What follows belongs to an exercise in optimizing a design on an open flow for small area and a short achievable clock period; a production flow would make more cautious choices. Function was checked by simulation only, so behaviour that the tests miss may differ from the original. The flow treats the clock pin as an ideal source, which a real chip does not have. Power and IR drop assume default switching activity.

===== flow/flow/skew_apply.tcl =====
read_db $::env(SKEW_IN)
read_liberty $::env(SKEW_LIB)
read_sdc $::env(SKEW_SDC)
source $::env(SKEW_RC)
estimate_parasitics -placement

# optionally the operand flip-flops (fanout 12 each) get the next drive strength
if {[info exists ::env(SKEW_UPAB)] && $::env(SKEW_UPAB)} {
  foreach pin [get_pins -hierarchical {A*/CLK B*/CLK}] {
    set inst [$pin instance]
    set cell [get_name [$inst liberty_cell]]
    if {[regsub {_1$} $cell {_2} up]} {
      replace_cell $inst [get_lib_cells */$up]
    }
  }
  estimate_parasitics -placement
}
set s0 [sta::worst_slack_cmd max]
set block [ord::get_db_block]
set dbu [[ord::get_db_tech] getDbUnitsPerMicron]

set moved {}
set moved_sta {}
foreach pin [get_pins -hierarchical prod*/D] {
  if {[get_property $pin slack_max] < $::env(SKEW_THR)} {
    lappend moved [sta::sta_to_db_inst [$pin instance]]
    lappend moved_sta [$pin instance]
  }
}

# the clock root buffer (driven by the clk port) and its output net
set clknet [[$block findBTerm clk] getNet]
set rootinst ""
foreach it [$clknet getITerms] { if {[$it isInputSignal]} { set rootinst [$it getInst] } }
set rootnet ""
foreach it [$rootinst getITerms] { if {[$it isOutputSignal]} { set rootnet [[$it getNet] getName] } }
puts "SKEW: root [$rootinst getName] net $rootnet"

# centroid of the moved flip-flops
set x 0; set y 0
foreach i $moved {
  set bb [$i getBBox]
  set x [expr {$x + ([$bb xMin] + [$bb xMax]) / 2.0}]
  set y [expr {$y + ([$bb yMin] + [$bb yMax]) / 2.0}]
}
set n [llength $moved]
set cx [expr {$x / $n / $dbu}]; set cy [expr {$y / $n / $dbu}]

# move their clock pins onto the root net, then build the chain backwards from them
set oldnets {}
set rootdb [$block findNet $rootnet]
foreach i $moved {
  set it [$i findITerm CLK]
  lappend oldnets [[$it getNet] getName]
  $it disconnect
  $it connect $rootdb
}
# optionally the other flip-flops hang directly on the root net (no leaf buffers)
if {[info exists ::env(SKEW_FLAT)] && $::env(SKEW_FLAT)} {
  foreach inst [$block getInsts] {
    set it [$inst findITerm CLK]
    if {$it eq "NULL" || [lsearch -exact $moved $inst] >= 0} continue
    if {[[$inst getMaster] isSequential] == 0} continue
    set net [$it getNet]
    if {[$net getName] eq $rootnet} continue
    lappend oldnets [$net getName]
    $it disconnect
    $it connect $rootdb
  }
}
estimate_parasitics -placement
set loads {}
foreach i $moved_sta { lappend loads [$i find_pin CLK] }
set k 0
foreach cell [lreverse $::env(SKEW_CHAIN)] {
  set name "skew_buf_$k"
  set b [insert_buffer -buffer_cell sky130_fd_sc_hd__$cell -net $rootnet -load_pins $loads \
      -location [list $cx $cy] -buffer_name $name -net_name "skew_net_$k"]
  puts "SKEW: inserted $b [get_full_name $b]"
  set loads [get_pins [get_full_name $b]/A]
  lappend chain_insts [get_full_name $b]
  incr k
}
foreach b $chain_insts {
  set dbi [$block findInst $b]
  $dbi setPlacementStatus PLACED
  foreach it [$dbi getITerms] { if {[$it isOutputSignal]} { [$it getNet] setSigType CLOCK } }
}

# leaf buffers left without a load go
foreach nn [lsort -unique $oldnets] {
  set dbn [$block findNet $nn]
  if {$dbn eq "NULL"} continue
  set nload 0
  foreach it [$dbn getITerms] { if {[$it isInputSignal]} { incr nload } }
  if {$nload == 0} {
    foreach it [$dbn getITerms] {
      if {[$it isOutputSignal]} {
        set inst [$it getInst]
        puts "SKEW: removing unloaded clock buffer [$inst getName]"
        odb::dbInst_destroy $inst
      }
    }
    odb::dbNet_destroy $dbn
  }
}

detailed_placement
check_placement
estimate_parasitics -placement
set s1 [sta::worst_slack_cmd max]
set h1 [sta::worst_slack_cmd min]
set area 0.0
foreach inst [$block getInsts] {
  set m [$inst getMaster]
  set area [expr {$area + [$m getWidth] * [$m getHeight] / double($dbu * $dbu)}]
}
set maxslew 0.0
foreach i $moved_sta {
  set sl [get_property [$i find_pin CLK] slew_max]
  if {$sl > $maxslew} { set maxslew $sl }
}
puts "SKEW_RESULT upab=[expr {[info exists ::env(SKEW_UPAB)] ? $::env(SKEW_UPAB) : 0}] flat=[expr {[info exists ::env(SKEW_FLAT)] ? $::env(SKEW_FLAT) : 0}] thr=$::env(SKEW_THR) chain={$::env(SKEW_CHAIN)} moved=$n setup_before=$s0 setup_after=$s1 hold_after=$h1 clkslew=$maxslew area=$area"
report_clock_latency
if {[info exists ::env(SKEW_OUT)] && $::env(SKEW_OUT) ne ""} {
  write_db $::env(SKEW_OUT)
}

===== flow/config.mk =====
export PLATFORM = sky130hd
export DESIGN_NAME = booth_recoded_multiplier
export DESIGN_NICKNAME = booth_recoded_multiplier
export VERILOG_FILES = /design/flow/design.v
export SDC_FILE = /design/flow/constraint.sdc
export NUM_CORES = 4
export LEC_CHECK = 0
export CAP_MARGIN = 20
export CORE_MARGIN = 2
export CORE_UTILIZATION = 70
export SLEW_MARGIN = 20
export SYNTH_HIERARCHICAL = 1
export SYNTH_MINIMUM_KEEP_SIZE = 0

===== flow/design.v =====
module booth_recoded_multiplier(clk, reset, multiplicand, multiplier, prod);
  input clk, reset;
  input [11:0] multiplicand, multiplier;
  output reg [23:0] prod;
  reg [11:0] A, B;
  wire [23:0] X, Y, P;
  wire p1;
  wire p2;
  wire p3;
  wire p4;
  wire p5;
  wire p6;
  wire p7;
  wire p8;
  wire p9;
  wire p10;
  wire p11;
  wire p12;
  wire p13;
  wire p14;
  wire p15;
  wire p16;
  wire p17;
  wire p18;
  wire p19;
  wire p20;
  wire p21;
  wire p22;
  wire p23;
  wire p24;
  wire p25;
  wire p26;
  wire p27;
  wire p28;
  wire p29;
  wire p30;
  wire p31;
  wire p32;
  wire p33;
  wire p34;
  wire p35;
  wire p36;
  wire p37;
  wire p38;
  wire p39;
  wire p40;
  wire p41;
  wire p42;
  wire p43;
  wire p44;
  wire p45;
  wire p46;
  wire p47;
  wire p48;
  wire p49;
  wire p50;
  wire p51;
  wire p52;
  wire p53;
  wire p54;
  wire p55;
  wire p56;
  wire p57;
  wire p58;
  wire p59;
  wire p60;
  wire p61;
  wire p62;
  wire p63;
  wire p64;
  wire p65;
  wire p66;
  wire p67;
  wire p68;
  wire p69;
  wire p70;
  wire p71;
  wire p72;
  wire p73;
  wire p74;
  wire p75;
  wire p76;
  wire p77;
  wire p78;
  wire p79;
  wire p80;
  wire p81;
  wire p82;
  wire p83;
  wire p84;
  wire p85;
  wire p86;
  wire p87;
  wire p88;
  wire p89;
  wire p90;
  wire p91;
  wire p92;
  wire p93;
  wire p94;
  wire p95;
  wire p96;
  wire p97;
  wire p98;
  wire p99;
  wire p100;
  wire p101;
  wire p102;
  wire p103;
  wire p104;
  wire p105;
  wire p106;
  wire p107;
  wire p108;
  wire p109;
  wire p110;
  wire p111;
  wire p112;
  wire p113;
  wire p114;
  wire p115;
  wire p116;
  wire p117;
  wire p118;
  wire p119;
  wire p120;
  wire p121;
  wire p122;
  wire p123;
  wire p124;
  wire p125;
  wire p126;
  wire p127;
  wire p128;
  wire p129;
  wire p130;
  wire p131;
  wire p132;
  wire p133;
  wire p134;
  wire p135;
  wire p136;
  wire p137;
  wire p138;
  wire p139;
  wire p140;
  wire p141;
  wire p142;
  wire p143;
  wire p144;
  wire hs145;
  wire hc146;
  wire fs147;
  wire fc148;
  wire hs149;
  wire hc150;
  wire fs151;
  wire fc152;
  wire fs153;
  wire fc154;
  wire hs155;
  wire hc156;
  wire fs157;
  wire fc158;
  wire fs159;
  wire fc160;
  wire fs161;
  wire fc162;
  wire hs163;
  wire hc164;
  wire fs165;
  wire fc166;
  wire fs167;
  wire fc168;
  wire fs169;
  wire fc170;
  wire fs171;
  wire fc172;
  wire hs173;
  wire hc174;
  wire fs175;
  wire fc176;
  wire fs177;
  wire fc178;
  wire fs179;
  wire fc180;
  wire fs181;
  wire fc182;
  wire fs183;
  wire fc184;
  wire fs185;
  wire fc186;
  wire fs187;
  wire fc188;
  wire fs189;
  wire fc190;
  wire fs191;
  wire fc192;
  wire fs193;
  wire fc194;
  wire hs195;
  wire hc196;
  wire fs197;
  wire fc198;
  wire fs199;
  wire fc200;
  wire fs201;
  wire fc202;
  wire fs203;
  wire fc204;
  wire fs205;
  wire fc206;
  wire fs207;
  wire fc208;
  wire hs209;
  wire hc210;
  wire fs211;
  wire fc212;
  wire fs213;
  wire fc214;
  wire fs215;
  wire fc216;
  wire fs217;
  wire fc218;
  wire fs219;
  wire fc220;
  wire fs221;
  wire fc222;
  wire fs223;
  wire fc224;
  wire hs225;
  wire hc226;
  wire fs227;
  wire fc228;
  wire fs229;
  wire fc230;
  wire fs231;
  wire fc232;
  wire fs233;
  wire fc234;
  wire fs235;
  wire fc236;
  wire fs237;
  wire fc238;
  wire fs239;
  wire fc240;
  wire fs241;
  wire fc242;
  wire hs243;
  wire hc244;
  wire fs245;
  wire fc246;
  wire fs247;
  wire fc248;
  wire fs249;
  wire fc250;
  wire fs251;
  wire fc252;
  wire fs253;
  wire fc254;
  wire fs255;
  wire fc256;
  wire fs257;
  wire fc258;
  wire fs259;
  wire fc260;
  wire fs261;
  wire fc262;
  wire hs263;
  wire hc264;
  wire ks265;
  wire kc266;
  wire fs267;
  wire fc268;
  wire fs269;
  wire fc270;
  wire fs271;
  wire fc272;
  wire fs273;
  wire fc274;
  wire fs275;
  wire fc276;
  wire fs277;
  wire fc278;
  wire fs279;
  wire fc280;
  wire fs281;
  wire fc282;
  wire fs283;
  wire fc284;
  wire fs285;
  wire fc286;
  wire fs287;
  wire fc288;
  wire fs289;
  wire fc290;
  wire fs291;
  wire fc292;
  wire fs293;
  wire fc294;
  wire fs295;
  wire fc296;
  wire fs297;
  wire fc298;
  wire fs299;
  wire fc300;
  wire fs301;
  wire fc302;
  wire fs303;
  wire fc304;
  wire fs305;
  wire fc306;
  wire fs307;
  wire fc308;
  wire fs309;
  wire fc310;
  wire fs311;
  wire fc312;
  wire fs313;
  wire fc314;
  wire fs315;
  wire fc316;
  wire fs317;
  wire fc318;
  wire fs319;
  wire fc320;
  wire fs321;
  wire fc322;
  wire fs323;
  wire fc324;
  wire fs325;
  wire fc326;
  wire fs327;
  wire fc328;
  wire fs329;
  wire fc330;
  wire fs331;
  wire fc332;
  wire fs333;
  wire fc334;
  wire fs335;
  wire fc336;
  wire fs337;
  wire fc338;
  wire fs339;
  wire fc340;
  wire fs341;
  wire fc342;
  wire fs343;
  wire fc344;
  wire fs345;
  wire fc346;
  wire fs347;
  wire fc348;
  wire fs349;
  wire fc350;
  wire fs351;
  wire fc352;
  wire fs353;
  wire fc354;
  wire fs355;
  wire fc356;
  wire fs357;
  wire fc358;
  wire fs359;
  wire fc360;
  wire fs361;
  wire fc362;
  wire fs363;
  wire fc364;
  wire fs365;
  wire fc366;
  wire fs367;
  wire fc368;
  wire fs369;
  wire fc370;
  wire fs371;
  wire fc372;
  wire fs373;
  wire fc374;
  assign p1 = ~(A[0] & B[0]);
  assign p2 = ~(A[0] & B[1]);
  assign p3 = ~(A[0] & B[2]);
  assign p4 = ~(A[0] & B[3]);
  assign p5 = ~(A[0] & B[4]);
  assign p6 = ~(A[0] & B[5]);
  assign p7 = ~(A[0] & B[6]);
  assign p8 = ~(A[0] & B[7]);
  assign p9 = ~(A[0] & B[8]);
  assign p10 = ~(A[0] & B[9]);
  assign p11 = ~(A[0] & B[10]);
  assign p12 = (A[0] & B[11]);
  assign p13 = ~(A[1] & B[0]);
  assign p14 = ~(A[1] & B[1]);
  assign p15 = ~(A[1] & B[2]);
  assign p16 = ~(A[1] & B[3]);
  assign p17 = ~(A[1] & B[4]);
  assign p18 = ~(A[1] & B[5]);
  assign p19 = ~(A[1] & B[6]);
  assign p20 = ~(A[1] & B[7]);
  assign p21 = ~(A[1] & B[8]);
  assign p22 = ~(A[1] & B[9]);
  assign p23 = ~(A[1] & B[10]);
  assign p24 = (A[1] & B[11]);
  assign p25 = ~(A[2] & B[0]);
  assign p26 = ~(A[2] & B[1]);
  assign p27 = ~(A[2] & B[2]);
  assign p28 = ~(A[2] & B[3]);
  assign p29 = ~(A[2] & B[4]);
  assign p30 = ~(A[2] & B[5]);
  assign p31 = ~(A[2] & B[6]);
  assign p32 = ~(A[2] & B[7]);
  assign p33 = ~(A[2] & B[8]);
  assign p34 = ~(A[2] & B[9]);
  assign p35 = ~(A[2] & B[10]);
  assign p36 = (A[2] & B[11]);
  assign p37 = ~(A[3] & B[0]);
  assign p38 = ~(A[3] & B[1]);
  assign p39 = ~(A[3] & B[2]);
  assign p40 = ~(A[3] & B[3]);
  assign p41 = ~(A[3] & B[4]);
  assign p42 = ~(A[3] & B[5]);
  assign p43 = ~(A[3] & B[6]);
  assign p44 = ~(A[3] & B[7]);
  assign p45 = ~(A[3] & B[8]);
  assign p46 = ~(A[3] & B[9]);
  assign p47 = ~(A[3] & B[10]);
  assign p48 = (A[3] & B[11]);
  assign p49 = ~(A[4] & B[0]);
  assign p50 = ~(A[4] & B[1]);
  assign p51 = ~(A[4] & B[2]);
  assign p52 = ~(A[4] & B[3]);
  assign p53 = ~(A[4] & B[4]);
  assign p54 = ~(A[4] & B[5]);
  assign p55 = ~(A[4] & B[6]);
  assign p56 = ~(A[4] & B[7]);
  assign p57 = ~(A[4] & B[8]);
  assign p58 = ~(A[4] & B[9]);
  assign p59 = ~(A[4] & B[10]);
  assign p60 = (A[4] & B[11]);
  assign p61 = ~(A[5] & B[0]);
  assign p62 = ~(A[5] & B[1]);
  assign p63 = ~(A[5] & B[2]);
  assign p64 = ~(A[5] & B[3]);
  assign p65 = ~(A[5] & B[4]);
  assign p66 = ~(A[5] & B[5]);
  assign p67 = ~(A[5] & B[6]);
  assign p68 = ~(A[5] & B[7]);
  assign p69 = ~(A[5] & B[8]);
  assign p70 = ~(A[5] & B[9]);
  assign p71 = ~(A[5] & B[10]);
  assign p72 = (A[5] & B[11]);
  assign p73 = ~(A[6] & B[0]);
  assign p74 = ~(A[6] & B[1]);
  assign p75 = ~(A[6] & B[2]);
  assign p76 = ~(A[6] & B[3]);
  assign p77 = ~(A[6] & B[4]);
  assign p78 = ~(A[6] & B[5]);
  assign p79 = ~(A[6] & B[6]);
  assign p80 = ~(A[6] & B[7]);
  assign p81 = ~(A[6] & B[8]);
  assign p82 = ~(A[6] & B[9]);
  assign p83 = ~(A[6] & B[10]);
  assign p84 = (A[6] & B[11]);
  assign p85 = ~(A[7] & B[0]);
  assign p86 = ~(A[7] & B[1]);
  assign p87 = ~(A[7] & B[2]);
  assign p88 = ~(A[7] & B[3]);
  assign p89 = ~(A[7] & B[4]);
  assign p90 = ~(A[7] & B[5]);
  assign p91 = ~(A[7] & B[6]);
  assign p92 = ~(A[7] & B[7]);
  assign p93 = ~(A[7] & B[8]);
  assign p94 = ~(A[7] & B[9]);
  assign p95 = ~(A[7] & B[10]);
  assign p96 = (A[7] & B[11]);
  assign p97 = ~(A[8] & B[0]);
  assign p98 = ~(A[8] & B[1]);
  assign p99 = ~(A[8] & B[2]);
  assign p100 = ~(A[8] & B[3]);
  assign p101 = ~(A[8] & B[4]);
  assign p102 = ~(A[8] & B[5]);
  assign p103 = ~(A[8] & B[6]);
  assign p104 = ~(A[8] & B[7]);
  assign p105 = ~(A[8] & B[8]);
  assign p106 = ~(A[8] & B[9]);
  assign p107 = ~(A[8] & B[10]);
  assign p108 = (A[8] & B[11]);
  assign p109 = ~(A[9] & B[0]);
  assign p110 = ~(A[9] & B[1]);
  assign p111 = ~(A[9] & B[2]);
  assign p112 = ~(A[9] & B[3]);
  assign p113 = ~(A[9] & B[4]);
  assign p114 = ~(A[9] & B[5]);
  assign p115 = ~(A[9] & B[6]);
  assign p116 = ~(A[9] & B[7]);
  assign p117 = ~(A[9] & B[8]);
  assign p118 = ~(A[9] & B[9]);
  assign p119 = ~(A[9] & B[10]);
  assign p120 = (A[9] & B[11]);
  assign p121 = ~(A[10] & B[0]);
  assign p122 = ~(A[10] & B[1]);
  assign p123 = ~(A[10] & B[2]);
  assign p124 = ~(A[10] & B[3]);
  assign p125 = ~(A[10] & B[4]);
  assign p126 = ~(A[10] & B[5]);
  assign p127 = ~(A[10] & B[6]);
  assign p128 = ~(A[10] & B[7]);
  assign p129 = ~(A[10] & B[8]);
  assign p130 = ~(A[10] & B[9]);
  assign p131 = ~(A[10] & B[10]);
  assign p132 = (A[10] & B[11]);
  assign p133 = (A[11] & B[0]);
  assign p134 = (A[11] & B[1]);
  assign p135 = (A[11] & B[2]);
  assign p136 = (A[11] & B[3]);
  assign p137 = (A[11] & B[4]);
  assign p138 = (A[11] & B[5]);
  assign p139 = (A[11] & B[6]);
  assign p140 = (A[11] & B[7]);
  assign p141 = (A[11] & B[8]);
  assign p142 = (A[11] & B[9]);
  assign p143 = (A[11] & B[10]);
  assign p144 = ~(A[11] & B[11]);
  assign hs145 = ~(p2 ^ p13);
  assign hc146 = p2 | p13;
  fa ufs147 (.a(p3), .b(p14), .ci(p25), .s(fs147), .co(fc148));
  assign hs149 = ~(hc146 ^ fs147);
  assign hc150 = hc146 | fs147;
  fa ufs151 (.a(p4), .b(p15), .ci(p26), .s(fs151), .co(fc152));
  fa ufs153 (.a(p37), .b(fc148), .ci(fs151), .s(fs153), .co(fc154));
  assign hs155 = ~(hc150 ^ fs153);
  assign hc156 = hc150 | fs153;
  fa ufs157 (.a(p5), .b(p16), .ci(p27), .s(fs157), .co(fc158));
  fa ufs159 (.a(p38), .b(p49), .ci(fc152), .s(fs159), .co(fc160));
  fa ufs161 (.a(fs157), .b(fc154), .ci(fs159), .s(fs161), .co(fc162));
  assign hs163 = ~(hc156 ^ fs161);
  assign hc164 = hc156 | fs161;
  fa ufs165 (.a(p6), .b(p17), .ci(p28), .s(fs165), .co(fc166));
  fa ufs167 (.a(p39), .b(p50), .ci(p61), .s(fs167), .co(fc168));
  fa ufs169 (.a(fc158), .b(fs165), .ci(fs167), .s(fs169), .co(fc170));
  fa ufs171 (.a(fc160), .b(fs169), .ci(fc162), .s(fs171), .co(fc172));
  assign hs173 = ~(hc164 ^ fs171);
  assign hc174 = hc164 | fs171;
  fa ufs175 (.a(p7), .b(p18), .ci(p29), .s(fs175), .co(fc176));
  fa ufs177 (.a(p40), .b(p51), .ci(p62), .s(fs177), .co(fc178));
  fa ufs179 (.a(p73), .b(fc166), .ci(fc168), .s(fs179), .co(fc180));
  fa ufs181 (.a(fs175), .b(fs177), .ci(fc170), .s(fs181), .co(fc182));
  fa ufs183 (.a(fs179), .b(fs181), .ci(fc172), .s(fs183), .co(fc184));
  fa ufs185 (.a(p8), .b(p19), .ci(p30), .s(fs185), .co(fc186));
  fa ufs187 (.a(p41), .b(p52), .ci(p63), .s(fs187), .co(fc188));
  fa ufs189 (.a(p74), .b(p85), .ci(fc176), .s(fs189), .co(fc190));
  fa ufs191 (.a(fc178), .b(fs185), .ci(fs187), .s(fs191), .co(fc192));
  fa ufs193 (.a(fc180), .b(fs189), .ci(fs191), .s(fs193), .co(fc194));
  assign hs195 = ~(fc182 ^ fs193);
  assign hc196 = fc182 | fs193;
  fa ufs197 (.a(p9), .b(p20), .ci(p31), .s(fs197), .co(fc198));
  fa ufs199 (.a(p42), .b(p53), .ci(p64), .s(fs199), .co(fc200));
  fa ufs201 (.a(p75), .b(p86), .ci(p97), .s(fs201), .co(fc202));
  fa ufs203 (.a(fc186), .b(fc188), .ci(fs197), .s(fs203), .co(fc204));
  fa ufs205 (.a(fs199), .b(fs201), .ci(fc190), .s(fs205), .co(fc206));
  fa ufs207 (.a(fc192), .b(fs203), .ci(fs205), .s(fs207), .co(fc208));
  assign hs209 = ~(fc194 ^ hc196);
  assign hc210 = fc194 | hc196;
  fa ufs211 (.a(p10), .b(p21), .ci(p32), .s(fs211), .co(fc212));
  fa ufs213 (.a(p43), .b(p54), .ci(p65), .s(fs213), .co(fc214));
  fa ufs215 (.a(p76), .b(p87), .ci(p98), .s(fs215), .co(fc216));
  fa ufs217 (.a(p109), .b(fc198), .ci(fc200), .s(fs217), .co(fc218));
  fa ufs219 (.a(fc202), .b(fs211), .ci(fs213), .s(fs219), .co(fc220));
  fa ufs221 (.a(fs215), .b(fc204), .ci(fs217), .s(fs221), .co(fc222));
  fa ufs223 (.a(fs219), .b(fc206), .ci(fs221), .s(fs223), .co(fc224));
  assign hs225 = ~(fc208 ^ fs223);
  assign hc226 = fc208 | fs223;
  fa ufs227 (.a(p11), .b(p22), .ci(p33), .s(fs227), .co(fc228));
  fa ufs229 (.a(p44), .b(p55), .ci(p66), .s(fs229), .co(fc230));
  fa ufs231 (.a(p77), .b(p88), .ci(p99), .s(fs231), .co(fc232));
  fa ufs233 (.a(p110), .b(p121), .ci(fc212), .s(fs233), .co(fc234));
  fa ufs235 (.a(fc214), .b(fc216), .ci(fs227), .s(fs235), .co(fc236));
  fa ufs237 (.a(fs229), .b(fs231), .ci(fc218), .s(fs237), .co(fc238));
  fa ufs239 (.a(fc220), .b(fs233), .ci(fs235), .s(fs239), .co(fc240));
  fa ufs241 (.a(fs237), .b(fc222), .ci(fs239), .s(fs241), .co(fc242));
  assign hs243 = ~(fc224 ^ fs241);
  assign hc244 = fc224 | fs241;
  fa ufs245 (.a(p12), .b(p23), .ci(p34), .s(fs245), .co(fc246));
  fa ufs247 (.a(p45), .b(p56), .ci(p67), .s(fs247), .co(fc248));
  fa ufs249 (.a(p78), .b(p89), .ci(p100), .s(fs249), .co(fc250));
  fa ufs251 (.a(p111), .b(p122), .ci(p133), .s(fs251), .co(fc252));
  fa ufs253 (.a(fc228), .b(fc230), .ci(fc232), .s(fs253), .co(fc254));
  fa ufs255 (.a(fs245), .b(fs247), .ci(fs249), .s(fs255), .co(fc256));
  fa ufs257 (.a(fs251), .b(fc234), .ci(fc236), .s(fs257), .co(fc258));
  fa ufs259 (.a(fs253), .b(fs255), .ci(fc238), .s(fs259), .co(fc260));
  fa ufs261 (.a(fs257), .b(fc240), .ci(fs259), .s(fs261), .co(fc262));
  assign hs263 = ~(fc242 ^ hc244);
  assign hc264 = fc242 | hc244;
  ha uks265 (.a(p24), .b(p35), .s(ks265), .c(kc266));
  fa ufs267 (.a(p46), .b(p57), .ci(p68), .s(fs267), .co(fc268));
  fa ufs269 (.a(p79), .b(p90), .ci(p101), .s(fs269), .co(fc270));
  fa ufs271 (.a(p112), .b(p123), .ci(p134), .s(fs271), .co(fc272));
  fa ufs273 (.a(ks265), .b(fc246), .ci(fc248), .s(fs273), .co(fc274));
  fa ufs275 (.a(fc250), .b(fc252), .ci(fs267), .s(fs275), .co(fc276));
  fa ufs277 (.a(fs269), .b(fs271), .ci(fc254), .s(fs277), .co(fc278));
  fa ufs279 (.a(fc256), .b(fs273), .ci(fs275), .s(fs279), .co(fc280));
  fa ufs281 (.a(fc258), .b(fs277), .ci(fs279), .s(fs281), .co(fc282));
  fa ufs283 (.a(fc260), .b(fs281), .ci(fc262), .s(fs283), .co(fc284));
  fa ufs285 (.a(p36), .b(p47), .ci(p58), .s(fs285), .co(fc286));
  fa ufs287 (.a(p69), .b(p80), .ci(p91), .s(fs287), .co(fc288));
  fa ufs289 (.a(p102), .b(p113), .ci(p124), .s(fs289), .co(fc290));
  fa ufs291 (.a(p135), .b(kc266), .ci(fc268), .s(fs291), .co(fc292));
  fa ufs293 (.a(fc270), .b(fc272), .ci(fs285), .s(fs293), .co(fc294));
  fa ufs295 (.a(fs287), .b(fs289), .ci(fc274), .s(fs295), .co(fc296));
  fa ufs297 (.a(fc276), .b(fs291), .ci(fs293), .s(fs297), .co(fc298));
  fa ufs299 (.a(fc278), .b(fs295), .ci(fc280), .s(fs299), .co(fc300));
  fa ufs301 (.a(fs297), .b(fc282), .ci(fs299), .s(fs301), .co(fc302));
  fa ufs303 (.a(p48), .b(p59), .ci(p70), .s(fs303), .co(fc304));
  fa ufs305 (.a(p81), .b(p92), .ci(p103), .s(fs305), .co(fc306));
  fa ufs307 (.a(p114), .b(p125), .ci(p136), .s(fs307), .co(fc308));
  fa ufs309 (.a(fc286), .b(fc288), .ci(fc290), .s(fs309), .co(fc310));
  fa ufs311 (.a(fs303), .b(fs305), .ci(fs307), .s(fs311), .co(fc312));
  fa ufs313 (.a(fc292), .b(fc294), .ci(fs309), .s(fs313), .co(fc314));
  fa ufs315 (.a(fs311), .b(fc296), .ci(fc298), .s(fs315), .co(fc316));
  fa ufs317 (.a(fs313), .b(fc300), .ci(fs315), .s(fs317), .co(fc318));
  fa ufs319 (.a(p60), .b(p71), .ci(p82), .s(fs319), .co(fc320));
  fa ufs321 (.a(p93), .b(p104), .ci(p115), .s(fs321), .co(fc322));
  fa ufs323 (.a(p126), .b(p137), .ci(fc304), .s(fs323), .co(fc324));
  fa ufs325 (.a(fc306), .b(fc308), .ci(fs319), .s(fs325), .co(fc326));
  fa ufs327 (.a(fs321), .b(fc310), .ci(fc312), .s(fs327), .co(fc328));
  fa ufs329 (.a(fs323), .b(fs325), .ci(fc314), .s(fs329), .co(fc330));
  fa ufs331 (.a(fs327), .b(fc316), .ci(fs329), .s(fs331), .co(fc332));
  fa ufs333 (.a(p72), .b(p83), .ci(p94), .s(fs333), .co(fc334));
  fa ufs335 (.a(p105), .b(p116), .ci(p127), .s(fs335), .co(fc336));
  fa ufs337 (.a(p138), .b(fc320), .ci(fc322), .s(fs337), .co(fc338));
  fa ufs339 (.a(fs333), .b(fs335), .ci(fc324), .s(fs339), .co(fc340));
  fa ufs341 (.a(fc326), .b(fs337), .ci(fc328), .s(fs341), .co(fc342));
  fa ufs343 (.a(fs339), .b(fc330), .ci(fs341), .s(fs343), .co(fc344));
  fa ufs345 (.a(p84), .b(p95), .ci(p106), .s(fs345), .co(fc346));
  fa ufs347 (.a(p117), .b(p128), .ci(p139), .s(fs347), .co(fc348));
  fa ufs349 (.a(fc334), .b(fc336), .ci(fs345), .s(fs349), .co(fc350));
  fa ufs351 (.a(fs347), .b(fc338), .ci(fs349), .s(fs351), .co(fc352));
  fa ufs353 (.a(fc340), .b(fs351), .ci(fc342), .s(fs353), .co(fc354));
  fa ufs355 (.a(p96), .b(p107), .ci(p118), .s(fs355), .co(fc356));
  fa ufs357 (.a(p129), .b(p140), .ci(fc346), .s(fs357), .co(fc358));
  fa ufs359 (.a(fc348), .b(fs355), .ci(fc350), .s(fs359), .co(fc360));
  fa ufs361 (.a(fs357), .b(fs359), .ci(fc352), .s(fs361), .co(fc362));
  fa ufs363 (.a(p108), .b(p119), .ci(p130), .s(fs363), .co(fc364));
  fa ufs365 (.a(p141), .b(fc356), .ci(fs363), .s(fs365), .co(fc366));
  fa ufs367 (.a(fc358), .b(fs365), .ci(fc360), .s(fs367), .co(fc368));
  fa ufs369 (.a(p120), .b(p131), .ci(p142), .s(fs369), .co(fc370));
  fa ufs371 (.a(fc364), .b(fs369), .ci(fc366), .s(fs371), .co(fc372));
  fa ufs373 (.a(p132), .b(p143), .ci(fc370), .s(fs373), .co(fc374));
  assign X = {1'b1, p144, fc372, fc368, fc362, fc354, fc344, fc332, fc318, fc302, fc284, hc264, fs261, hc226, hc210, fs207, fc184, hc174, hs173, hs163, hs155, hs149, hs145, p1};
  assign Y = {1'b1, fc374, fs373, fs371, fs367, fs361, fs353, fs343, fs331, fs317, fs301, fs283, hs263, hs243, hs225, hs209, hs195, fs183, 1'b1, 1'b1, 1'b1, 1'b1, 1'b1, 1'b1};
  assign P = (~(X + Y + 24'd1)) ^ 24'h800000;
  always @(posedge clk or posedge reset)
    if (reset) begin A <= 12'd0; prod <= 24'd0; end
    else begin A <= multiplicand; prod <= P; end
  always @(posedge clk)
    B <= multiplier;
endmodule
module fa(input a, input b, input ci, output s, output co);
  assign s = a ^ b ^ ci;
  assign co = (a & b) | (ci & (a ^ b));
endmodule
module ha(input a, input b, output s, output c);
  assign s = a ^ b;
  assign c = a & b;
endmodule

===== flow/standard.sh =====
#!/bin/bash
# synth_recipe.tcl (not shown) runs the flow's synth.tcl, then flattens the netlist and writes it again
# the make line also repeats each setting of config.mk as NAME=value (left out here)
make -C /OpenROAD-flow-scripts/flow DESIGN_CONFIG=/design/flow/config.mk WORK_HOME=/design/flow/orfs CLKGATE_MAP_FILE= SYNTH_SCRIPT=/design/flow/synth_recipe.tcl "${@:-finish}"

===== flow/constraint.sdc =====
create_clock -name core_clock -period 8.5 [get_ports {clk}]
set_input_delay 1.7000 -clock core_clock [delete_from_list [all_inputs] [get_ports {clk}]]
set_output_delay 1.7000 -clock core_clock [all_outputs]
set_load 0.01 [all_outputs]

===== flow/flow/run.sh =====
#!/bin/bash
set -euo pipefail
export BUFFER_PORTS_ARGS="-buffer_cell sky130_fd_sc_hd__buf_1"
export CTS_ARGS="-sink_clustering_enable -repair_clock_nets -dont_use_dummy_load"
bash standard.sh synth floorplan place cts > log_make_to_cts.txt 2>&1

R=orfs/results/${FLOW_PLATFORM}/booth_recoded_multiplier/base
mkdir -p skew
cp $R/4_cts.odb skew/4_cts_noskew.odb
export SKEW_IN=skew/4_cts_noskew.odb SKEW_SDC=$R/4_cts.sdc
export SKEW_LIB=$FLOW_HOME/platforms/${FLOW_PLATFORM}/lib/sky130_fd_sc_hd__tt_025C_1v80.lib
export SKEW_RC=$FLOW_HOME/platforms/${FLOW_PLATFORM}/setRC.tcl
chains=(
  "clkdlybuf4s50_1 clkbuf_16"
  "clkdlybuf4s50_1 clkdlybuf4s15_1 clkbuf_16"
  "clkdlybuf4s50_1 clkdlybuf4s25_1 clkbuf_16"
  "clkdlybuf4s50_1 clkdlybuf4s50_1 clkbuf_16"
  "clkdlybuf4s50_1 clkdlybuf4s50_1 clkbuf_2 clkbuf_16"
  "clkdlybuf4s50_1 clkdlybuf4s50_1 clkdlybuf4s15_1 clkbuf_16"
  "clkdlybuf4s50_1 clkdlybuf4s50_1 clkdlybuf4s18_1 clkbuf_16"
  "clkdlybuf4s50_1 clkdlybuf4s50_1 clkdlybuf4s25_1 clkbuf_16"
  "clkdlybuf4s50_1 clkdlybuf4s50_1 clkdlybuf4s50_1 clkbuf_16"
)
n=0
for up in 0 1; do
  for thr in 5.0 5.7; do
    for ch in "${chains[@]}"; do
      ( SKEW_UPAB=$up SKEW_THR=$thr SKEW_CHAIN="$ch" SKEW_OUT=skew/try_$n.odb \
          openroad -no_splash -exit flow/skew_apply.tcl > skew/try_$n.log 2>&1 || true ) &
      n=$((n + 1))
      while [ "$(jobs -rp | wc -l)" -ge "${NUM_CORES:-4}" ]; do sleep 0.5; done
    done
  done
done
wait
best=$(grep -H SKEW_RESULT skew/try_*.log | sed -E 's/^skew\/try_([0-9]+)\.log:.*setup_after=([^ ]+) hold_after=([^ ]+) clkslew=([^ ]+) area=([^ ]+).*/\1 \2 \3 \4 \5/' \
  | awk -v p=$FLOW_PERIOD_NS '$4 < 0.100 {printf "%s %.2f %.4f\n", $1, (p - $2*1e9) * $5, $3*1e9}' \
  | sort -k2,2g | awk 'NR==1{top=$2} $2<=top*1.002' | sort -k3,3gr | head -1 | cut -d' ' -f1)
grep -h SKEW_RESULT skew/try_*.log > skew/results.txt || true
if [ -n "$best" ] && [ -f skew/try_$best.odb ]; then
  echo "chosen: try_$best $(grep SKEW_RESULT skew/try_$best.log)" >> skew/results.txt
  cp skew/try_$best.odb $R/4_cts.odb
fi
rm -f skew/try_*.odb
bash standard.sh route finish > log_make_route_finish.txt 2>&1

==> run summary, run 1 <==
layout cells sized above 1=8.55%; CTS tree=yes; total power=2280 uW; final std cell area, no fill=0.00537 mm^2; Worst Setup Start Kind=register; worst reg2reg path startpoint=A[0]; Unique masters post-synth=35; Synth warnings=7; Synth area leader=fa_1; Critical Path RT=9.77 ns; Tmin final=3.67 ns; endpoints failing setup=0; Post-synth top cells=nand2_1, fa_1, dfrtp_1, ha_1, and2_1; clk sink count=48; Antenna Nets Post-Route=0; Fill cells=473; Achievable Freq=273 MHz; critical path cell sequence=and2_1 > fa_1 > fa_1 > fa_1 > fa_1 > fa_1 > ha_1 > a21o_1 > a21oi_1 > nand3b_1 > o21ai_2 > or3_1 > nand4_1; worst slew pin tran=0.474 ns; Seq/Total Area, Yosys=22.9%; Placer Congestion=0.851; fin crit share=43.1%; Cell Area, Synth=0.00498 mm^2; NumNets Final=664; CTS root buf=clkbuf_8; status=finished clean; GRT overflow=0; 1st-iter DRT viols=348; largest cells by area after synthesis=fa_1, dfrtp_1, nand2_1, ha_1, dfxtp_1; Crit. Startpoint=A[0]; routed len/inst=18.2 um; Die H=88.4 um; Max transition margin=68.4%; Clk Latency, worst-skew pair=1.39 ns; drt total wl=10900 um; syn nets=625; most common cell in the netlist=nand2_1; PD cells=425 mW/mm^2; # DRC=0; Max Slew Vio Count=0; CP delay by family, top=adder cells; crit-path most repeated cell=fa_1; Synth async-reset ratio=75.0%; CP Data Arrival Time=4.94 ns; dpl ws=3.66 ns; main flop type after synthesis=dfrtp_1; worst min path class=reg -> reg; core area=0.00683 mm^2; synthesized instance count=466; Boundary Pins=50; first-pass GRT wire length=18000 um; Fin. Hold Viols=0; Synth top area share=42.2%; RSZ-0062 raised after global routing=no; leakage=0.00218 uW; Crit. End Element=register; flops & latches, synth=48; number of flops mapped to enable cells by yosys=0; Clock transition at path regs=0.09 ns; CP max stage cell=fa_1; chip width=88.4 um; num rows=30; Worst R2R Setup Slack=4.83 ns; Slowest Stage Delay on Critical Path=0.59 ns; CTS Buffer Depth=2; maxcap violations=0; Avg Cell Area, Syn=10.7 um^2; Die ar.=0.00781 mm^2; vias=3544; synthesis-to-layout area growth=7.84%; vias in the first global route=3968; Initial DRT Pass Iterations=5; Buffers on Ports=49; n_diodes=0; effective utilization at floorplan=72.9%; setup total negative slack=0 ns; Detail Placement HPWL=8040 um; peak fanout along the critical path=12; clock skew=1.13 ns; cts repair resizes=0; GRT Total Usage=32.4%; H-tree levels=2; crit path buf inv count=0; cts bufs inserted=5; critical path class=reg -> reg; maximum vdd drop=0.365 mV; setup ws final=4.83 ns; HP Start=B[11]; Vias/cell=5.92; Placed Instance Area=0.00520 mm^2; largest net degree at the start of global routing=37; initial antenna violation count=0
## stage by stage
step           util, %  instances  hold slack, ns
3_5_place_dp      76.2        588           0.680
3_3_place_gp      76.2        588           0.689
5_1_grt           78.6        599           0.118
4_1_cts           77.2        593           0.692
2_1_floorplan        -        466           0.454
6_report          78.6        599         0.00948
## worst min-delay path: cells and delay by family, from the launching register on
kind                     cells  cell delay (ns)
AND/OR/NAND/NOR              1             0.20
adder cells (fa/ha/maj)      2             0.32
AO/OA/AOI/OAI                2             0.10
flip-flops                   1             0.46
## cells in the final DEF, fill, tap and decap left out, drive strengths merged, types with 2 or more instances in the layout
cell type,count
and2,25
ha,28
inv,24
dfxtp,12
dlygate4sd3,2
o211ai,2
dfrtp,36
a21o,7
o21a,3
o21ai,10
fa,105
nand2,129
clkbuf,7
nor2b,2
xnor2,5
nor2,9
clkdlybuf4s50,2
nand3b,2
nand2b,4
xor2,9
buf,50
a21oi,18
nand3,2
## cell type report
type                       instances  area, um^2  area share, %
clock buffer                       9         119           2.21
inverter                          24        90.1           1.68
multi-input combinational        370        3660           68.1
sequential                        48        1170           21.8
tap                               96         120           2.24
timing repair buffer              52         211           3.94
## modules after synthesis, one instance, submodules excluded
module / flops+latches / cells / times used / area [um^2]
booth_recoded_multiplier: 48 / 361 / 1 / 2890
ha: 0 / 1 / 1 / 12.5
fa: 0 / 1 / 104 / 20.0
## what timing repair did
action / 4_1_cts / 5_1_grt
hold buffers: 0 / 2
hold endpoints to repair: 0 / 2
setup buffers: 0 / 0
## where the power goes
part           total, uW  internal [uW]  switching, uW  leakage [uW]
logic               1750            747           1010       0.00161
clock network        175           92.1           82.9     0.0000603
registers            354            317           37.5      0.000512
## cell families (layout without fill, tap and decap cells)
logic type | count (synthesis) | count (layout) | share of synthesized area, %
flip-flops | 48 | 48 | 22.9
AND/OR/NAND/NOR | 177 | 177 | 15.3
buffers and inverters | 48 | 85 | 3.62
XOR/XNOR | 14 | 14 | 2.46
AO/OA/AOI/OAI | 46 | 46 | 6.48
adder cells (fa/ha/maj) | 133 | 133 | 49.2
## path summary, 6_finish.rpt
path,to,depth (start not counted)
worst max-delay path,prod[21],13
worst min-delay path,prod[23],5
worst max register to register,prod[21],13
worst min register to register,prod[23],5
max in group asynchronous,A[9],3
min in group asynchronous,prod[8],3
## sequential cells by signal, summed over array words and instances (netlist names)
signal	cells
prod	24
B	12
A	12
## metal layers
metal	part of all wire, %	vias up	wire, um	GRT usage, %
li1	-	1522	-	-
met1	38	1779	4100	41.3
met4	3.9	0	424	16.4
met2	51	200	5530	53.5
met5	0	-	0	0
met3	7.8	43	848	6.06
==> run 2, diff against run 1 <==
--- a/flow/flow/run.sh
+++ b/flow/flow/run.sh
@@ -7,29 +7,40 @@
 R=orfs/results/${FLOW_PLATFORM}/booth_recoded_multiplier/base
 mkdir -p skew
 cp $R/4_cts.odb skew/4_cts_noskew.odb
-export SKEW_IN=skew/4_cts_noskew.odb SKEW_SDC=$R/4_cts.sdc
+export SKEW_SDC=$R/4_cts.sdc
 export SKEW_LIB=$FLOW_HOME/platforms/${FLOW_PLATFORM}/lib/sky130_fd_sc_hd__tt_025C_1v80.lib
 export SKEW_RC=$FLOW_HOME/platforms/${FLOW_PLATFORM}/setRC.tcl
 chains=(
   "clkdlybuf4s50_1 clkbuf_16"
-  "clkdlybuf4s50_1 clkdlybuf4s15_1 clkbuf_16"
   "clkdlybuf4s50_1 clkdlybuf4s25_1 clkbuf_16"
   "clkdlybuf4s50_1 clkdlybuf4s50_1 clkbuf_16"
+  "clkdlybuf4s50_1 clkdlybuf4s50_1 clkbuf_1 clkbuf_16"
   "clkdlybuf4s50_1 clkdlybuf4s50_1 clkbuf_2 clkbuf_16"
+  "clkdlybuf4s50_1 clkdlybuf4s50_1 clkbuf_2 clkbuf_2 clkbuf_16"
   "clkdlybuf4s50_1 clkdlybuf4s50_1 clkdlybuf4s15_1 clkbuf_16"
   "clkdlybuf4s50_1 clkdlybuf4s50_1 clkdlybuf4s18_1 clkbuf_16"
   "clkdlybuf4s50_1 clkdlybuf4s50_1 clkdlybuf4s25_1 clkbuf_16"
   "clkdlybuf4s50_1 clkdlybuf4s50_1 clkdlybuf4s50_1 clkbuf_16"
 )
+# bases: the placed design as CTS left it, and after setup repair towards tighter targets
+cp skew/4_cts_noskew.odb skew/base_0.odb
+for m in 3.8; do
+  ( REPAIR_IN=skew/4_cts_noskew.odb REPAIR_OUT=skew/base_$m.odb REPAIR_MARGIN=$m \
+      openroad -no_splash -exit flow/repair.tcl > skew/repair_$m.log 2>&1 || true ) &
+done
+wait
 n=0
-for up in 0 1; do
-  for thr in 5.0 5.7; do
+for base in 0 3.8; do
+  [ -f skew/base_$base.odb ] || continue
+  for up in 0 1; do
+   for split in 0 2 3; do
     for ch in "${chains[@]}"; do
-      ( SKEW_UPAB=$up SKEW_THR=$thr SKEW_CHAIN="$ch" SKEW_OUT=skew/try_$n.odb \
-          openroad -no_splash -exit flow/skew_apply.tcl > skew/try_$n.log 2>&1 || true ) &
+      ( SKEW_IN=skew/base_$base.odb SKEW_UPAB=$up SKEW_SPLIT=$split SKEW_SPLITCELL=clkbuf_8 SKEW_THR=1.4 SKEW_CHAIN="$ch" \
+          SKEW_OUT=skew/try_$n.odb openroad -no_splash -exit flow/skew_apply.tcl > skew/try_$n.log 2>&1 || true ) &
       n=$((n + 1))
       while [ "$(jobs -rp | wc -l)" -ge "${NUM_CORES:-4}" ]; do sleep 0.5; done
     done
+   done
   done
 done
 wait
@@ -41,5 +52,5 @@
   echo "chosen: try_$best $(grep SKEW_RESULT skew/try_$best.log)" >> skew/results.txt
   cp skew/try_$best.odb $R/4_cts.odb
 fi
-rm -f skew/try_*.odb
+rm -f skew/try_*.odb skew/base_*.odb
 bash standard.sh route finish > log_make_route_finish.txt 2>&1
==> flow/flow/repair.tcl (new file) <==
read_db $::env(REPAIR_IN)
read_liberty $::env(SKEW_LIB)
read_sdc $::env(SKEW_SDC)
source $::env(SKEW_RC)
estimate_parasitics -placement
repair_timing -setup -setup_margin $::env(REPAIR_MARGIN) -verbose
detailed_placement
check_placement
estimate_parasitics -placement
puts "REPAIR_RESULT margin=$::env(REPAIR_MARGIN) setup=[sta::worst_slack_cmd max]"
write_db $::env(REPAIR_OUT)
--- a/flow/flow/skew_apply.tcl
+++ b/flow/flow/skew_apply.tcl
@@ -22,7 +22,7 @@
 set moved {}
 set moved_sta {}
 foreach pin [get_pins -hierarchical prod*/D] {
-  if {[get_property $pin slack_max] < $::env(SKEW_THR)} {
+  if {[get_property $pin slack_max] < $s0 * 1e9 + $::env(SKEW_THR)} {
     lappend moved [sta::sta_to_db_inst [$pin instance]]
     lappend moved_sta [$pin instance]
   }
@@ -67,6 +67,9 @@
     $it disconnect
     $it connect $rootdb
   }
+  if {[info exists ::env(SKEW_ROOTCELL)] && $::env(SKEW_ROOTCELL) ne ""} {
+    replace_cell [get_cells [$rootinst getName]] [get_lib_cells */sky130_fd_sc_hd__$::env(SKEW_ROOTCELL)]
+  }
 }
 estimate_parasitics -placement
 set loads {}
@@ -87,6 +90,47 @@
   foreach it [$dbi getITerms] { if {[$it isOutputSignal]} { [$it getNet] setSigType CLOCK } }
 }
 
+# optionally the other flip-flops leave the clock tree and get their clock from the port
+# through SKEW_SPLIT buffers (clkbuf_8, one per group of nearby flip-flops); the
+# original root buffer is then only the head of the delay chain
+if {[info exists ::env(SKEW_SPLIT)] && $::env(SKEW_SPLIT) > 0} {
+  set rest {}
+  foreach inst [$block getInsts] {
+    set it [$inst findITerm CLK]
+    if {$it eq "NULL" || [lsearch -exact $moved $inst] >= 0} continue
+    if {[[$inst getMaster] isSequential] == 0} continue
+    set bb [$inst getBBox]
+    lappend rest [list $inst [expr {([$bb xMin] + [$bb xMax]) / 2.0}] [expr {([$bb yMin] + [$bb yMax]) / 2.0}]]
+  }
+  set rest [lsort -real -index 1 $rest]
+  set ng $::env(SKEW_SPLIT)
+  set per [expr {int(ceil([llength $rest] / double($ng)))}]
+  set clkname [$clknet getName]
+  for {set g 0} {$g < $ng} {incr g} {
+    set grp [lrange $rest [expr {$g * $per}] [expr {($g + 1) * $per - 1}]]
+    if {[llength $grp] == 0} continue
+    set gx 0; set gy 0
+    foreach e $grp {
+      set inst [lindex $e 0]
+      set it [$inst findITerm CLK]
+      lappend oldnets [[$it getNet] getName]
+      $it disconnect
+      $it connect $clknet
+      set gx [expr {$gx + [lindex $e 1]}]; set gy [expr {$gy + [lindex $e 2]}]
+    }
+    set gx [expr {$gx / [llength $grp] / $dbu}]; set gy [expr {$gy / [llength $grp] / $dbu}]
+    estimate_parasitics -placement
+    set gl {}
+    foreach e $grp { lappend gl [get_pins -of_objects [get_cells [[lindex $e 0] getName]] -filter "name==CLK"] }
+    set b [insert_buffer -buffer_cell sky130_fd_sc_hd__$::env(SKEW_SPLITCELL) -net $clkname -load_pins $gl \
+        -location [list $gx $gy] -buffer_name "clksplit_$g" -net_name "clksplit_net_$g"]
+    set dbi [$block findInst [get_full_name $b]]
+    $dbi setPlacementStatus PLACED
+    foreach it [$dbi getITerms] { if {[$it isOutputSignal]} { [$it getNet] setSigType CLOCK } }
+    puts "SKEW: split group $g: [llength $grp] flip-flops on [get_full_name $b]"
+  }
+}
+
 # leaf buffers left without a load go
 foreach nn [lsort -unique $oldnets] {
   set dbn [$block findNet $nn]
@@ -105,6 +149,17 @@
   }
 }
 
+# with the split, the old root buffer only feeds the delay chain: the chain then starts
+# at the port and the root buffer goes
+if {[info exists ::env(SKEW_SPLIT)] && $::env(SKEW_SPLIT) > 0} {
+  set rdb [$block findNet $rootnet]
+  set loads_left {}
+  foreach it [$rdb getITerms] { if {[$it isInputSignal]} { lappend loads_left $it } }
+  foreach it $loads_left { $it disconnect; $it connect $clknet }
+  puts "SKEW: root buffer [$rootinst getName] removed; chain starts at the port"
+  odb::dbInst_destroy $rootinst
+  odb::dbNet_destroy $rdb
+}
 detailed_placement
 check_placement
 estimate_parasitics -placement
@@ -115,12 +170,20 @@
   set m [$inst getMaster]
   set area [expr {$area + [$m getWidth] * [$m getHeight] / double($dbu * $dbu)}]
 }
+# largest clock-pin slew over all flip-flops, and a rough area for the hold fixes to come
+# (one ~10 um2 delay buffer per 0.35 ns of negative hold slack at each endpoint)
 set maxslew 0.0
-foreach i $moved_sta {
-  set sl [get_property [$i find_pin CLK] slew_max]
+set holdfix 0
+foreach pin [get_pins -hierarchical */CLK] {
+  set sl [get_property $pin slew_max]
   if {$sl > $maxslew} { set maxslew $sl }
 }
-puts "SKEW_RESULT upab=[expr {[info exists ::env(SKEW_UPAB)] ? $::env(SKEW_UPAB) : 0}] flat=[expr {[info exists ::env(SKEW_FLAT)] ? $::env(SKEW_FLAT) : 0}] thr=$::env(SKEW_THR) chain={$::env(SKEW_CHAIN)} moved=$n setup_before=$s0 setup_after=$s1 hold_after=$h1 clkslew=$maxslew area=$area"
+foreach pin [get_pins -hierarchical */D] {
+  set hs [get_property $pin slack_min]
+  if {$hs < 0} { incr holdfix [expr {int(ceil(-$hs / 0.35))}] }
+}
+set area [expr {$area + 10.0 * $holdfix}]
+puts "SKEW_RESULT in=[file tail $::env(SKEW_IN)] split=[expr {[info exists ::env(SKEW_SPLIT)] ? $::env(SKEW_SPLIT) : 0}] upab=[expr {[info exists ::env(SKEW_UPAB)] ? $::env(SKEW_UPAB) : 0}] flat=[expr {[info exists ::env(SKEW_FLAT)] ? $::env(SKEW_FLAT) : 0}] thr=$::env(SKEW_THR) chain={$::env(SKEW_CHAIN)} moved=$n setup_before=$s0 setup_after=$s1 hold_after=$h1 clkslew=$maxslew area=$area"
 report_clock_latency
 if {[info exists ::env(SKEW_OUT)] && $::env(SKEW_OUT) ne ""} {
   write_db $::env(SKEW_OUT)
--- a/flow/config.mk
+++ b/flow/config.mk
@@ -8,6 +8,7 @@
 export CAP_MARGIN = 20
 export CORE_MARGIN = 2
 export CORE_UTILIZATION = 70
+export HOLD_SLACK_MARGIN = 0.1
 export SLEW_MARGIN = 20
 export SYNTH_HIERARCHICAL = 1
 export SYNTH_MINIMUM_KEEP_SIZE = 0
==> run 2 against run 1 <==
Effect of this change: still clean; global-route usage up 2.0 points; non-clock buffer count grew 8; via count is 2.0% higher; area after synthesis unchanged; power shrank 0.79%; final area is 0.93% higher; largest cell class unchanged.
==> run summary, run 2 <==
Synth Area in Compound Gates=6.48% (unchanged); XOR/XNOR share of the synthesized area=2.46% (unchanged); dpl ws=3.66 ns (unchanged); Die ar.=0.00781 mm^2 (unchanged); chip width=88.4 um (unchanged); Synth async-reset ratio=75.0% (unchanged); Boundary Pins=50 (unchanged); largest family of logic cells by synthesized area=adder cells; Synth top area share=42.2% (unchanged); Post-synth top cells=nand2_1, fa_1, dfrtp_1, ha_1, and2_1; largest net degree at the start of global routing=37 (unchanged); main flop type after synthesis=dfrtp_1; status=finished clean; vias in the first global route=3927 (-1.0%); clock skew=1.17 ns (+0.0417 ns); number of flops mapped to enable cells by yosys=0 (unchanged); CP Data Arrival Time=5.22 ns (+0.28 ns); Unique masters post-synth=35 (unchanged); CTS root buf=clkbuf_8; Detail Placement HPWL=8040 um (unchanged); Seq/Total Area, Yosys=22.9% (unchanged); Fin. Hold Viols=0 (unchanged); largest cells by area after synthesis=fa_1, dfrtp_1, nand2_1, ha_1, dfxtp_1; clk sink count=48 (unchanged); 1st-iter DRT viols=322 (-7.5%); endpoints failing setup=0 (unchanged); Synth area leader=fa_1; drt total wl=11300 um (+3.6%); Max Slew Vio Count=0 (unchanged); fraction of the mapped netlist area in adder cells=49.2% (unchanged); NumNets Final=671 (+1.1%); Critical Path RT=9.68 ns (-0.09 ns); num rows=30 (unchanged); setup total negative slack=0 ns (unchanged); PD cells=418 mW/mm^2 (-1.7%); vias=3615 (+2.0%); maxcap violations=0 (unchanged); GRT overflow=0 (unchanged); total power=2260 uW (-0.79%); Antenna Nets Post-Route=0 (unchanged); Max transition margin=68.3% (-0.13 points); Die H=88.4 um (unchanged); max FFs per register=24 (unchanged); Achievable Freq=248 MHz (-9.2%); Buffers on Ports=49 (unchanged); maximum vdd drop=0.361 mV (-1.0%); synthesized instance count=466 (unchanged); Synth warnings=7 (unchanged); Worst Setup Start Kind=register; Post-CTS Setup Inserts=0 (unchanged); first-pass GRT wire length=18100 um (+0.49%); GRT Total Usage=34.3% (+2.0 points); most frequent cells in the layout=nand2_1, fa_1, buf_1; Vias/cell=5.97 (+0.83%); Placed Instance Area=0.00520 mm^2 (unchanged); Initial DRT Pass Iterations=7 (+2); Cell Area, Synth=0.00498 mm^2 (unchanged); layout cells sized above 1=8.82% (+0.27 points); CTS tree=yes; n_diodes=0 (unchanged); core area=0.00683 mm^2 (unchanged); setup ws final=4.46 ns (-0.370 ns); Clk Latency, worst-skew pair=1.30 ns (-0.09 ns); Top reg by flops=prod; # DRC=0 (unchanged); cts bufs inserted=5 (unchanged); routed len/inst=18.6 um (+2.4%); effective utilization at floorplan=72.9% (unchanged); critical path class=reg -> reg; Tmin final=4.04 ns (+0.370 ns); initial antenna violation count=0 (unchanged); fin cells=606 (+1.2%); mux contribution to synthesized area=0% (unchanged); Crit. End Element=register; commonest non-fill, non-tap cell in the layout=nand2_1; Placed Cells incl. Taps=588 (unchanged); Placer Congestion=0.851 (unchanged); RSZ-0062 raised after global routing=no; worst min path class=reg -> reg; CTS Buffer Depth=2 (unchanged); H-tree levels=2 (unchanged); Simple-Gate Fraction of Synth Area=15.3% (unchanged); leakage=0.00221 uW (+1.3%); most common cell in the netlist=nand2_1; synthesis-to-layout area growth=8.84%; Avg Cell Area, Syn=10.7 um^2 (unchanged); final std cell area, no fill=0.00542 mm^2 (+0.93%); Clock transition at path regs=0.08 ns (about the same); syn nets=625 (unchanged); flops & latches, synth=48 (unchanged); biggest regs=prod: 24 flops, A: 12 flops, B: 12 flops; peak fanout along the critical path=12 (unchanged); fin crit share=47.5% (+4.3 points); worst slew pin tran=0.476 ns (+0.00198 ns); Fill cells=468 (-1.1%)
==> run 2: cells by family after synthesis <==
| family | count (synthesis) |
|---|---|
| AND/OR/NAND/NOR | 177 |
| adder cells (fa/ha/maj) | 133 |
| buffers and inverters | 48 |
| AO/OA/AOI/OAI | 46 |
| XOR/XNOR | 14 |
| flip-flops | 48 |
==> run 2: power breakdown <==
part / total [uW] / leakage, uW / switching (uW) / internal (uW)
clock network: 146 / 0.0000500 / 70.7 / 75.4
registers: 354 / 0.000512 / 36.9 / 317
logic: 1770 / 0.00165 / 1010 / 755
total: 2260 / 0.00221 / 1120 / 1150
==> run 2: path summary, 6_finish.rpt <==
path / from / to / slack (ns) / cells after the start
worst max-delay path: B[3] / prod[22] / 4.46 / 16
worst min-delay path: B[8] / prod[18] / 0.08 / 5
worst max register to register: B[3] / prod[22] / 4.46 / 16
worst min register to register: B[8] / prod[18] / 0.08 / 5
max in group asynchronous: reset / A[5] / 6.50 / 3
min in group asynchronous: reset / prod[8] / 0.48 / 3
==> run 2: Yosys stat by module (local to each module, per instance) <==
module / copies in the design / flip-flops and latches / cells inside
ha: 1 / 0 / 1
booth_recoded_multiplier: 1 / 48 / 361
fa: 104 / 0 / 1
==> run 2: what timing repair did <==
item | in CTS | in global routing
endpoints found under the hold margin | 0 | 2
hold buffers | 0 | 7
resized for setup | 0 | 0
==> run 2: per-stage QoR <==
| stage | utilization [%] | hold slack [ns] |
|---|---|---|
| after floorplan | - | 0.454 |
| after global placement | 76.2 | 0.689 |
| after detailed placement | 76.2 | 0.680 |
| after CTS | 77.2 | 0.692 |
| after global routing | 79.4 | 0.116 |
| final | 79.4 | 0.0833 |
==> run 2: critical path, stage by stage, from the launching register on <==
cell and delay, ns:
dfxtp_2 0.51, nand2_1 0.13, fa_1 0.50, fa_1 0.40, fa_1 0.42, fa_1 0.40
fa_1 0.50, inv_1 0.04, ha_1 0.23, fa_1 0.41, nand2b_1 0.19, a21oi_2 0.21
o21bai_2 0.11, nand2_1 0.15, a311oi_2 0.13, xor2_1 0.16, dlygate4sd3_1 0.58
==> run 2: layer usage <==
metal,vias up,routed length (um),GRT usage [%]
met1,1833,4330,44.6
met5,-,0,0
li1,1540,-,-
met4,0,351,14.7
met2,205,5820,59.0
met3,37,802,4.20
==> run 2: layout make-up <==
| class | instances | area [um^2] | area share, % |
|---|---|---|---|
| tap | 96 | 120 | 2.22 |
| multi-input combinational | 370 | 3660 | 67.5 |
| clock buffer | 8 | 96.3 | 1.78 |
| inverter | 24 | 90.1 | 1.66 |
| sequential | 48 | 1170 | 21.6 |
| timing repair buffer | 60 | 284 | 5.24 |
==> run 3, diff against run 2 <==
--- a/flow/flow/run.sh
+++ b/flow/flow/run.sh
@@ -35,7 +35,7 @@
   for up in 0 1; do
    for split in 0 2 3; do
     for ch in "${chains[@]}"; do
-      ( SKEW_IN=skew/base_$base.odb SKEW_UPAB=$up SKEW_SPLIT=$split SKEW_SPLITCELL=clkbuf_8 SKEW_THR=1.4 SKEW_CHAIN="$ch" \
+      ( SKEW_IN=skew/base_$base.odb SKEW_HOLDFIX=0.1 SKEW_UPAB=$up SKEW_SPLIT=$split SKEW_SPLITCELL=clkbuf_8 SKEW_THR=1.4 SKEW_CHAIN="$ch" \
           SKEW_OUT=skew/try_$n.odb openroad -no_splash -exit flow/skew_apply.tcl > skew/try_$n.log 2>&1 || true ) &
       n=$((n + 1))
       while [ "$(jobs -rp | wc -l)" -ge "${NUM_CORES:-4}" ]; do sleep 0.5; done
--- a/flow/flow/skew_apply.tcl
+++ b/flow/flow/skew_apply.tcl
@@ -163,6 +163,13 @@
 detailed_placement
 check_placement
 estimate_parasitics -placement
+# hold repair here, where it may not eat into the setup slack the skew has won
+if {[info exists ::env(SKEW_HOLDFIX)] && $::env(SKEW_HOLDFIX)} {
+  set sm [expr {[sta::worst_slack_cmd max] * 1e9 - 0.02}]
+  repair_timing -hold -setup_margin $sm -hold_margin $::env(SKEW_HOLDFIX)
+  detailed_placement
+  estimate_parasitics -placement
+}
 set s1 [sta::worst_slack_cmd max]
 set h1 [sta::worst_slack_cmd min]
 set area 0.0
==> run 3 against run 2 <==
Effect of this change: sequential share of layout area about the same; cell count decreased by 0.17%; still clean; power decreased by 0.63%; critical path type unchanged; non-clock buffer count decreased by 1; combinational power about the same; global-route usage increased by 0.64 points; wire length decreased by 1.3%; register-to-register slack improved by 0.46 ns.
==> run summary, run 3 <==
PD cells=416 mW/mm^2 (-0.37%); Simple-Gate Fraction of Synth Area=15.3% (unchanged); synthesis-to-layout area growth=8.57%; flops & latches, synth=48 (unchanged); Tmin final=3.58 ns (-0.458 ns); H-tree levels=2 (unchanged); most common cell in the netlist=nand2_1; Seq pwr share=15.7% (about the same); routed len/inst=18.4 um (-1.1%); initial antenna violation count=0 (unchanged); CTS Buffer Depth=2 (unchanged); Post-synth top cells=nand2_1, fa_1, dfrtp_1, ha_1, and2_1; GRT overflow=0 (unchanged); largest net degree at the start of global routing=37 (unchanged); critical path class=reg -> reg; Boundary Pins=50 (unchanged); GR Layer Usage met2=59.6% (+0.62 points); effective utilization at floorplan=72.9% (unchanged); P_int=1140 uW (-0.56%); biggest regs=prod: 24 flops, A: 12 flops, B: 12 flops; peak fanout along the critical path=12 (unchanged); Initial DRT Pass Iterations=6 (-1); worst min path class=reg -> reg; Critical Path RT=9.67 ns (about the same); largest cells by area after synthesis=fa_1, dfrtp_1, nand2_1, ha_1, dfxtp_1; switching power=1110 uW (-0.69%); syn nets=625 (unchanged); core area=0.00683 mm^2 (unchanged); fin crit share=42.1% (-5.4 points); RSZ-0062 raised after global routing=no; fraction of the mapped netlist area in adder cells=49.2% (unchanged); sw frac=49.3% (about the same); total power=2250 uW (-0.63%); maxcap violations=0 (unchanged); maximum vdd drop=0.361 mV (-0.15%); vias=3600 (-0.41%); layout cells sized above 1=8.25% (-0.57 points); Clk Latency, worst-skew pair=1.29 ns (about the same); Seq/Total Area, Yosys=22.9% (unchanged); Antenna Nets Post-Route=0 (unchanged); Max transition margin=64.4% (-3.9 points); mux contribution to synthesized area=0% (unchanged); chip width=88.4 um (unchanged); # DRC=0 (unchanged); worst slew pin tran=0.534 ns (+0.0586 ns); num rows=30 (unchanged); first-pass GRT wire length=18400 um (+1.6%); synthesized instance count=466 (unchanged); CTS root buf=clkbuf_8; cts repair resizes=0 (unchanged); CTS tree=yes; met3 GRT Util=6.62% (+2.4 points); commonest non-fill, non-tap cell in the layout=nand2_1; Post-CTS Setup Inserts=0 (unchanged); GRT Total Usage=35.0% (+0.64 points); M1 GR Usage=44.9% (+0.29 points); XOR/XNOR share of the synthesized area=2.46% (unchanged); HP Start=B[10]; Achievable Freq=279 MHz (+13%); main flop type after synthesis=dfrtp_1; Gate power share=77.9% (about the same); Crit. Startpoint=A[8]; most frequent cells in the layout=nand2_1, fa_1, buf_1; Buffers on Ports=49 (unchanged); drt total wl=11200 um (-1.3%); Die H=88.4 um (unchanged); number of flops mapped to enable cells by yosys=0 (unchanged); vias in the first global route=3940 (+0.33%); Detail Placement HPWL=8040 um (unchanged); Synth Area in Compound Gates=6.48% (unchanged); Max Slew Vio Count=0 (unchanged); Crit. End Element=register; NumNets Final=670 (-0.15%); clock share of power=6.4% (about the same); gr busiest metal=met2; leakage=0.00221 uW (about the same); Clock transition at path regs=0.08 ns (about the same); post-layout util=79.2% (-0.20 points); Die ar.=0.00781 mm^2 (unchanged); endpoints failing setup=0 (unchanged); n_diodes=0 (unchanged); CP Data Arrival Time=4.75 ns (-0.47 ns); Vias/cell=5.95 (-0.25%); worst reg2reg path startpoint=A[8]; Unique masters post-synth=35 (unchanged); CTS Hold Bufs=0 (unchanged); Fin. Hold Viols=0 (unchanged); Avg Cell Area, Syn=10.7 um^2 (unchanged); largest family of logic cells by synthesized area=adder cells; Cell Area, Synth=0.00498 mm^2 (unchanged); Synth warnings=7 (unchanged); Synth async-reset ratio=75.0% (unchanged); Placer Congestion=0.851 (unchanged); Synth area leader=fa_1; cts bufs inserted=5 (unchanged); clk sink count=48 (unchanged); Top reg by flops=prod; Worst Setup Start Kind=register; setup total negative slack=0 ns (unchanged); clock skew=1.16 ns (-0.00417 ns); max FFs per register=24 (unchanged); Synth top area share=42.2% (unchanged); status=finished clean; 1st-iter DRT viols=322 (unchanged)
[run 3: cell counts after synthesis]
No cell type changed its count.
[run 3: power groups by stage]
stage / Clock, uW / Combinational (uW) / Sequential [uW]
global placement: 0 / 1690 / 356
CTS: 128 / 1740 / 352
floorplan: 0 / 1370 / 365
detailed placement: 0 / 1730 / 356
finish: 145 / 1750 / 354
global route: 160 / 1970 / 362
[run 3: worst paths after layout]
| check | end | cells past startpoint | slack [ns] |
|---|---|---|---|
| max in group asynchronous | A[6] | 3 | 6.50 |
| min in group asynchronous | prod[8] | 3 | 0.48 |
| worst min-delay path | prod[20] | 5 | 0.12 |
| worst max-delay path | prod[21] | 13 | 4.92 |
| worst max register to register | prod[21] | 13 | 4.92 |
| worst min register to register | prod[20] | 5 | 0.12 |
[run 3: metrics by stage]
step,instance area (um^2),std cells,hold slack (ns),setup WS [ns]
floorplan,4980,466,0.454,3.99
global placement,5200,588,0.689,3.68
detailed placement,5200,588,0.680,3.66
CTS,5270,593,0.692,3.61
global route,5410,605,0.153,4.76
finish,5410,605,0.121,4.92
[run 3: cell families after synthesis]
group	count (synthesis)
XOR/XNOR	14
buffers and inverters	48
AND/OR/NAND/NOR	177
flip-flops	48
AO/OA/AOI/OAI	46
adder cells (fa/ha/maj)	133
[run 3: cell type report]
cell class | instances | area, um^2
clock buffers | 8 | 96.3
fillers | 468 | 1420
inverters | 24 | 90.1
multi-input cells | 370 | 3660
flip-flops and latches | 48 | 1170
well taps | 96 | 120
repair buffers | 59 | 274
[run 3: per-module statistics from Yosys (local to each module, per instance)]
module	times used	flip-flops and latches	cells
booth_recoded_multiplier	1	48	361
ha	1	0	1
fa	104	0	1
[run 3: worst max-delay path, stage by stage (launching register included)]
cell and delay (ns):
dfrtp_1 0.68, nand2_1 0.13, fa_1 0.42, fa_1 0.59
fa_1 0.45, fa_1 0.52, fa_1 0.42, ha_1 0.39
a21o_1 0.18, a21oi_1 0.23, nand3b_1 0.14, o21ai_2 0.22
or3_1 0.15, nand4_1 0.09
[run 3: routing by layer]
| layer | share of wire [%] | vias to the layer above |
|---|---|---|
| met5 | 0 | - |
| met4 | 3.3 | 0 |
| met3 | 7.8 | 34 |
| met2 | 52 | 205 |
| met1 | 37 | 1828 |
| li1 | - | 1533 |

[what the ideal ports hide]
In the flow no input, the clock included, has a driving cell. The finished layouts below were timed again as built, in two steps. Step 1 (the two cells are an assumption about what drives the block):
set clk [get_ports {clk}]
set_driving_cell -lib_cell sky130_fd_sc_hd__clkbuf_16 $clk
set_driving_cell -lib_cell sky130_fd_sc_hd__buf_2 [delete_from_list [all_inputs] $clk]
Step 2, shift: input delay + t, output delay - t, t = (earliest + latest rising clock arrival at the registers) / 2. This alone moves slack from input paths to output paths. Three values: no drivers, after step 1, after step 2; two values: the first two.
| run | t, ns | slack for setup (ns) | latest minus earliest clock arrival (ns) | worst slew at a driven data input, ns |
|---|---|---|---|---|
| run 1 | 0.860 | 4.832 / 4.832 / 4.832 | 1.126 / 1.127 | 0.05 |
| run 2 | 0.777 | 4.463 / 4.462 / 4.462 | 1.169 / 1.167 | 0.04 |
| run 3 | 0.775 | 4.920 / 4.919 / 4.919 | 1.165 / 1.163 | 0.05 |
In every run listed the clock reaches the registers at very different times; t lies between them, and the last value is a rough guide only.
